Context: an optimization exercise on an open-source flow, tuned for small area and a short achievable clock period. The choices shown serve that exercise and are no tape-out recipe.
At most, simulation tests tie the RTL to the original design; equivalence was not proved.
No driver is modelled on the clock port, so clock power and skew are understated where the tree is cut down; a real chip needs a root buffer or a tree.
Power and IR drop assume default switching activity.

// FLP_adder_7
module FLP_adder_7(
    input  [31:0] A,
    input  [31:0] B,
    input         rst,
    input         clk,
    output [31:0] sum
);
Size: about 1,200 cells after synthesis, about 11,000 sq um of cells after synthesis.
==> module FLP_adder_7, before the edit <==
module FLP_adder_7(
    input  [31:0] A,
    input  [31:0] B,
    input         rst,
    input         clk,
    output [31:0] sum
);
    reg [31:0] a1, b1;
    reg        ge1, lt1;    
    always @(posedge clk) begin
        a1  <= A;
        b1  <= B;
        ge1 <= A[30:23] >= B[30:23];
        lt1 <= A[30:23] <  B[30:23];
    end
    wire [7:0] ebig = ge1 ? a1[30:23] : b1[30:23];
    wire [7:0] dab  = a1[30:23] - b1[30:23];
    wire [7:0] dba  = b1[30:23] - a1[30:23];
    wire [7:0] d    = ge1 ? dab : dba;
    wire [23:0] sml = lt1 ? {1'b1, a1[22:0]} : {1'b1, b1[22:0]};
    reg [22:0] big2;
    reg [23:0] sml2;
    reg [7:1]  d2;
    reg        sbig2, sub2;
    reg [7:0]  ec2;
    always @(posedge clk) begin
        big2  <= ge1 ? a1[22:0] : b1[22:0];
        sml2  <= sml >> d[0];
        d2    <= d[7:1];
        sbig2 <= ge1 ? a1[31] : b1[31];
        sub2  <= a1[31] ^ b1[31];
        ec2   <= ebig;
    end
    wire        z2  = (|d2[7:5]) | (d2[4] & d2[3]);
    wire [23:0] shd = z2 ? 24'd0 : (sml2 >> {d2[4:1], 1'b0});
    reg  [22:0] ax3;
    reg  [23:0] shd3;
    reg         sbig3, sub3;
    reg  [7:0]  ec3;
    always @(posedge clk) begin
        ax3   <= big2 ^ {23{sub2}};
        shd3  <= shd;
        sbig3 <= sbig2;
        sub3  <= sub2;
        ec3   <= ec2;
    end
    wire [23:0] a3 = {~sub3, ax3};    
    wire [23:0] g3 = a3 & shd3;
    wire [23:0] p3 = a3 ^ shd3;
    wire [24:0] c;
    pfx_carry #(25) add (.g({1'b0, g3}), .p({sub3, p3}), .c(c));
    wire [24:0] X = {c[24], (p3 ^ {24{sub3}}) ^ c[23:0]};
    reg [24:0] X4;
    reg        sbig4, sub4;
    reg [7:0]  ec4;
    always @(posedge clk) begin
        X4    <= X;
        sbig4 <= sbig3;
        sub4  <= sub3;
        ec4   <= ec3;
    end
    wire [23:0] lo;       
    assign lo[0] = 1'b0;
    genvar i;
    generate
        for (i = 1; i < 24; i = i + 1) begin : orl
            assign lo[i] = |X4[i-1:0];
        end
    endgenerate
    wire        nz  = lo[23] | X4[23];
    wire        sgn = sbig4 ? (sub4 ? (~X4[24] & nz) : ~(X4[24] & nz)) : X4[24];
    wire [23:0] C   = X4[23:0] ^ (lo & {24{X4[24]}});
    reg        sgn5;
    reg [23:0] C5;
    reg        lz5;       
    reg [7:0]  ec5;
    always @(posedge clk) begin
        sgn5 <= sgn;
        C5   <= C;
        lz5  <= ~C[23];
        ec5  <= ec4;
    end
    wire [22:0] M = C5[23] ? C5[22:0] : {C5[21:0], 1'b0};
    wire [7:0]  e = lz5 ? ec5 - 8'd1 : ec5;
    reg [31:0] r6;
    always @(posedge clk) begin
        r6 <= {sgn5, e, M};
    end
    assign sum = r6;
endmodule
Settings: LEC_CHECK=0, ABC_AREA=1, CAP_MARGIN=20, CORE_MARGIN=2, CORE_UTILIZATION=40, SETUP_SLACK_MARGIN=3.27, SLEW_MARGIN=20, TNS_END_PERCENT=5; clock period 5.0 ns.
standard.sh (not shown) runs the stock make flow with config.mk's settings and CLKGATE_MAP_FILE= SYNTH_SCRIPT=/design/flow/synth_recipe.tcl, a recipe that flattens the netlist after the stock synthesis.
==> flow/flow/run.sh <==
#!/bin/bash
# Standard ORFS layout with smaller input-port buffers and a two-level
# clock tree (root buffers, leaf buffers) without dummy loads. Each tool's output goes to its own log under
# orfs/logs; make's output goes to make.log.
set -euo pipefail
here=$(pwd)
bash standard.sh \
  POST_GLOBAL_PLACE_TCL="$here/flow/inbuf.tcl" \
  POST_CTS_TCL="$here/flow/clk_tree.tcl" \
  CTS_ARGS="-sink_clustering_enable -repair_clock_nets -dont_use_dummy_load -sink_clustering_size 24 -sink_clustering_max_diameter 100" \
  finish > make.log 2>&1
Other scripts of this flow, unchanged in this note and not shown: flow/flow/clk_tree.tcl, flow/flow/inbuf.tcl
The baseline ran to the end with no violations.
Rerun with:
--- a/flow/design.v
+++ b/flow/design.v
@@ -108,22 +108,20 @@
         ec2   <= ebig;
     end
     wire        z2  = (|d2[7:5]) | (d2[4] & d2[3]);
     wire [23:0] shd = z2 ? 24'd0 : (sml2 >> {d2[4:1], 1'b0});
-    reg  [22:0] ax3;
-    reg  [23:0] shd3;
+    reg  [23:0] ax3, shd3;
     reg         sbig3, sub3;
     reg  [7:0]  ec3;
     always @(posedge clk) begin
-        ax3   <= big2 ^ {23{sub2}};
+        ax3   <= {~sub2, big2 ^ {23{sub2}}};
         shd3  <= shd;
         sbig3 <= sbig2;
         sub3  <= sub2;
         ec3   <= ec2;
     end
-    wire [23:0] a3 = {~sub3, ax3};    
-    wire [23:0] g3 = a3 & shd3;
-    wire [23:0] p3 = a3 ^ shd3;
+    wire [23:0] g3 = ax3 & shd3;
+    wire [23:0] p3 = ax3 ^ shd3;
     wire [24:0] c;
     pfx_carry #(25) add (.g({1'b0, g3}), .p({sub3, p3}), .c(c));
     wire [24:0] X = {c[24], (p3 ^ {24{sub3}}) ^ c[23:0]};
     reg [24:0] X4;
=>
- The new run completed with no timing, DRC or antenna violations
- fmax is about the same
- worst setup slack hardly moves
- critical path depth does not change
- power is about the same
- clock power is about the same
- global-route usage fell by 0.51 points
- utilization fell by 0.34 points
- sequential cell count rose by 1
- hold slack is better by 0.0049 ns
- synthesized cell count barely changes
- area after synthesis rose by 1.2%
- via count barely changes
- first-iteration DRC count rose by 14%
- die area rose by 1.1%
Only the layout flow was run in the first run of this note; the RTL was not checked for function there.

[separate check: timing with driven ports]
No port has a modelled driver above. Below, the same layouts with a new extraction and two added sets of constraints. Step 1 assumes that a clkbuf_16 drives the clock port and a buf_2 every other input. Step 2, shift: input delay + t, output delay - t, t = (earliest + latest rising clock arrival at the registers) / 2. This alone moves slack from input paths to output paths. a / b / c = ideal / step 1 / step 2; a / b = the first two.
run	shift t [ns]	setup slack, ns	hold slack, ns	clock arrival spread, ns	worst data-port slew with drivers (ns)
the first run	0.381	3.259 / 3.175 / 2.984	0.323 / 0.323 / 0.323	0.054 / 0.053	0.06
the second run	0.366	3.260 / 3.176 / 2.975	0.328 / 0.328 / 0.328	0.072 / 0.071	0.03
After both steps every run listed still meets setup and hold. For the second run, which loses most, drivers alone change the setup slack by -0.084 ns; drivers and shift together by -0.285 ns.
